This design comes from an exercise in tuning for small area and a short achievable clock period on the open sky130 flow, not from production work. The RTL was checked by simulation tests, not by an equivalence proof against the original design. Power figures rest on the tool's default switching activity, not on a simulated workload.

## mac
module mac #(
    parameter DATA_WIDTH = 16,
              OUT_WIDTH = 32
)(
    input clk,
    input rst,
    input clr,
    input [DATA_WIDTH - 1: 0] a,
    input [DATA_WIDTH - 1: 0] b,
    output reg [OUT_WIDTH-1: 0] out
);
==> flow/config.mk <==
export PLATFORM = sky130hd
export DESIGN_NAME = mac
export DESIGN_NICKNAME = mac
export VERILOG_FILES = /design/flow/design.v
export SDC_FILE = /design/flow/constraint.sdc
export NUM_CORES = 4
export LEC_CHECK = 0
export ABC_AREA = 1
export CAP_MARGIN = 20
export CORE_MARGIN = 2
export CORE_UTILIZATION = 40
export CTS_BUF_LIST = sky130_fd_sc_hd__clkbuf_4 sky130_fd_sc_hd__clkbuf_8
export CTS_CLUSTER_SIZE = 40
export SLEW_MARGIN = 20
==> flow/constraint.sdc <==
create_clock -name core_clock -period 12.0 [get_ports {clk}]
set_input_delay 2.4000 -clock core_clock [delete_from_list [all_inputs] [get_ports {clk}]]
set_output_delay 2.4000 -clock core_clock [all_outputs]
set_load 0.01 [all_outputs]
standard.sh (not shown) runs the stock make flow with config.mk's settings and CLKGATE_MAP_FILE= SYNTH_SCRIPT=/design/flow/synth_recipe.tcl, a recipe that flattens the netlist after the stock synthesis.
==> flow/flow/run.sh <==
#!/bin/bash
# Standard ORFS layout (the standard.sh), with port buffers of a plain buffer
# cell and setup repair aiming further below the clock period. Make's full output
# goes to flow_make.log; ORFS keeps each tool's log under orfs/logs.
set -euo pipefail
bash standard.sh \
  "BUFFER_PORTS_ARGS=-buffer_cell sky130_fd_sc_hd__buf_1" \
  SETUP_SLACK_MARGIN=8.65 \
  finish > flow_make.log 2>&1
The baseline produced a clean layout.
==> next run, changes <==
--- a/flow/flow/run.sh
+++ b/flow/flow/run.sh
@@ -6,4 +6,4 @@
 bash standard.sh \
   "BUFFER_PORTS_ARGS=-buffer_cell sky130_fd_sc_hd__buf_1" \
-  SETUP_SLACK_MARGIN=8.65 \
+  SETUP_SLACK_MARGIN=8.5 \
   finish > flow_make.log 2>&1
Settings changed: CORE_UTILIZATION 40 to 60.
After rerunning: Total power decreases by 12%; cell area decreases by 12%; clock-buffer cell count is lower by 3; area after synthesis is unchanged; sequential power barely changes; first-iteration DRC count went down by about 26%.
==> next run, changes <==
Settings changed: CORE_UTILIZATION 60 to 40.
After rerunning: Worst hold slack is about the same. Worst setup slack gets better by 26 ps. Cell area stays flat. Cell count climbs by about 8%. Power is higher by about 6%. Synthesized cell count is unchanged. Wire length goes down by 6.2%. Global-route usage fell by 8.0 points. Critical path depth went up by 1. Register-to-register slack is better by 100 ps. Via count goes down by about 4.4%.

========
## south
The RTL this note starts from:
==> flow/design.v <==
module p #(parameter DATA_WIDTH = 16, OUT_WIDTH = 32)
(
    input [DATA_WIDTH-1:0] a,
    input [DATA_WIDTH-1:0] b,
    output [OUT_WIDTH-1:0] c,
    output reg done,
    input clk,
    input rst
);
    localparam K = DATA_WIDTH;
    reg [K-1:0] areg;    
    reg [K-1:0] hi;      
    reg [K-1:0] lo;      
    reg one, two, neg;   
    reg [2:0] cnt;
    assign c = {hi, lo};
    wire one_n = rst ? b[0] : lo[1] ^ lo[2];
    wire two_n = rst ? b[1] & ~b[0] :
                 (lo[3] & ~lo[2] & ~lo[1]) | (~lo[3] & lo[2] & lo[1]);
    wire neg_n = rst ? b[1] : lo[3];
    wire [K:0] m = one ? {areg[K-1], areg} : two ? {areg, 1'b0} : {(K+1){1'b0}};
    wire [K:0] pp = m ^ {(K+1){neg}};
    wire [K+1:0] sum;
    pfx_add #(.W(K+2)) stepadd (.x({{2{hi[K-1]}}, hi}), .y({pp[K], pp}), .ci(neg), .s(sum));
    always @(posedge clk) begin
        areg <= a;
        one <= one_n;
        two <= two_n;
        neg <= neg_n;
        if (rst) begin
            hi <= 0;
            lo <= b;
            cnt <= 3'd0;
            done <= 1'b0;
        end else if (!done) begin
            hi <= sum[K+1:2];
            lo <= {sum[1:0], lo[K-1:2]};
            cnt <= cnt + 3'd1;
            done <= (cnt == 3'd7);
        end
    end
endmodule
`timescale 1ns / 1ps
module mac #(
    parameter DATA_WIDTH = 16,
              OUT_WIDTH = 32
)(
    input clk,
    input rst,
    input clr,
    input [DATA_WIDTH - 1: 0] a,
    input [DATA_WIDTH - 1: 0] b,
    output reg [OUT_WIDTH-1: 0] out
);
    wire ready;
    wire [OUT_WIDTH-1:0] pro;
    wire [OUT_WIDTH-1:0] acc;
    p #(.DATA_WIDTH(DATA_WIDTH), .OUT_WIDTH(OUT_WIDTH)) product (
        .a(a), .b(b), .c(pro), .done(ready), .clk(clk), .rst(rst)
    );
    pfx_add #(.W(OUT_WIDTH)) accadd (.x(out), .y(pro), .ci(1'b0), .s(acc));
    always @(posedge clk) begin
        if (clr)
            out <= 0;
        else if (ready && !rst)
            out <= acc;
    end
endmodule
module pfx_add #(parameter W = 32, KIND = 1) (
    input [W-1:0] x,
    input [W-1:0] y,
    input ci,
    output [W-1:0] s
);
    localparam L = (W <= 2) ? 1 : (W <= 4) ? 2 : (W <= 8) ? 3 : (W <= 16) ? 4 : (W <= 32) ? 5 : 6;
    wire [W-1:0] p0 = x ^ y;
    wire [W-1:0] g0 = {x[W-1:1] & y[W-1:1], (x[0] & y[0]) | (p0[0] & ci)};
    reg [W-1:0] g, pg;
    integer l, i, j;
    always @* begin
        g = g0;
        pg = p0;
        if (KIND == 0) begin
            for (l = 0; l < L; l = l + 1)
                for (i = 0; i < W; i = i + 1)
                    if ((i >> l) & 1) begin
                        j = ((i >> l) << l) - 1;
                        g[i] = g[i] | (pg[i] & g[j]);
                        pg[i] = pg[i] & pg[j];
                    end
        end else begin
            for (l = 0; l < L; l = l + 1)
                for (i = 0; i < W; i = i + 1)
                    if (((i + 1) % (2 << l)) == 0) begin
                        g[i] = g[i] | (pg[i] & g[i - (1 << l)]);
                        pg[i] = pg[i] & pg[i - (1 << l)];
                    end
            for (l = L - 2; l >= 0; l = l - 1)
                for (i = 0; i < W; i = i + 1)
                    if (((i + 1) % (2 << l)) == (1 << l) && i >= (2 << l)) begin
                        g[i] = g[i] | (pg[i] & g[i - (1 << l)]);
                        pg[i] = pg[i] & pg[i - (1 << l)];
                    end
        end
    end
    assign s = p0 ^ {g[W-2:0], ci};
endmodule
Settings: LEC_CHECK=0, ABC_AREA=1, CAP_MARGIN=20, CORE_MARGIN=2, CORE_UTILIZATION=40, SLEW_MARGIN=20; clock period 12.0 ns.
==> flow/flow/run.sh <==
#!/bin/bash
# Standard ORFS layout (the standard.sh), with port buffers of a plain buffer
# cell and setup repair aiming further below the clock period. Make's full output
# goes to flow_make.log; ORFS keeps each tool's log under orfs/logs.
set -euo pipefail
bash standard.sh \
  "BUFFER_PORTS_ARGS=-buffer_cell sky130_fd_sc_hd__buf_1" \
  SETUP_SLACK_MARGIN=8.6 "CTS_ARGS=-sink_clustering_enable -repair_clock_nets -dont_use_dummy_load -sink_clustering_size 20 -buf_list {sky130_fd_sc_hd__clkbuf_4 sky130_fd_sc_hd__clkbuf_8}" \
  finish > flow_make.log 2>&1
## Diff of input files: north against south
- an added CTS_CLUSTER_SIZE of 40
- an added CTS_BUF_LIST of sky130_fd_sc_hd__clkbuf_4 sky130_fd_sc_hd__clkbuf_8
--- a/flow/flow/run.sh
+++ b/flow/flow/run.sh
@@ -6,4 +6,4 @@
 bash standard.sh \
   "BUFFER_PORTS_ARGS=-buffer_cell sky130_fd_sc_hd__buf_1" \
-  SETUP_SLACK_MARGIN=8.6 "CTS_ARGS=-sink_clustering_enable -repair_clock_nets -dont_use_dummy_load -sink_clustering_size 20 -buf_list {sky130_fd_sc_hd__clkbuf_4 sky130_fd_sc_hd__clkbuf_8}" \
+  SETUP_SLACK_MARGIN=8.8 \
   finish > flow_make.log 2>&1
### Flow results
Reported for south and north, post-synthesis instance total turned out identical to the last digit. Wire length (lower): south. Relative to south, the global-route usage over all layers of north is higher by 0.93 points. Area overhead of the layout relative to synthesis in north is 18 points higher than in south. Max minimum clock period across south and north: south. As of north, count of buffers not belonging to the clock network in the layout had risen by more than half compared to south. In the flow results for south and north, the maximum frequency is larger on north. Diff south and north: first-iteration DRC count lower in south. The final cell area excluding filler cells of north is higher than that of south. north vs south, final worst slack went up by 0.083 ns. Diff south -> north | proportion of power drawn by the clock network | increase of 3.6 points.

[static timing again, ports no longer ideal]
The flow's constraints put no driver on any port. The routed layouts listed below were extracted and timed again, unchanged, in two steps.
Step 1, drivers: a clkbuf_16 drives clk and a buf_2 each remaining input, both assumed.
Step 2 adds t to the input delays and takes it off the output delays; t is the mean of the earliest and latest rising clock arrival at the registers after step 1. Input paths then give back, and output paths get back, about the clock's delay inside the block.
Three values: no drivers, after step 1, after step 2; two values: the first two.
run | t, ns | setup slack, ns | pins driven straight from the clock port
the first run of note 1 | 0.400 | 8.552 / 8.547 / 8.147 | 1
the second run of note 1 | 0.391 | 8.575 / 8.582 / 8.196 | 1
the third run of note 1 | 0.392 | 8.601 / 8.590 / 8.198 | 1
south | 0.383 | 8.656 / 8.623 / 8.358 | 1
north | 0.403 | 8.739 / 8.704 / 8.411 | 1
After both steps every run listed still meets setup and hold. For the first run of note 1, which loses most, drivers alone change the setup slack by -0.005 ns; drivers and shift together by -0.405 ns.
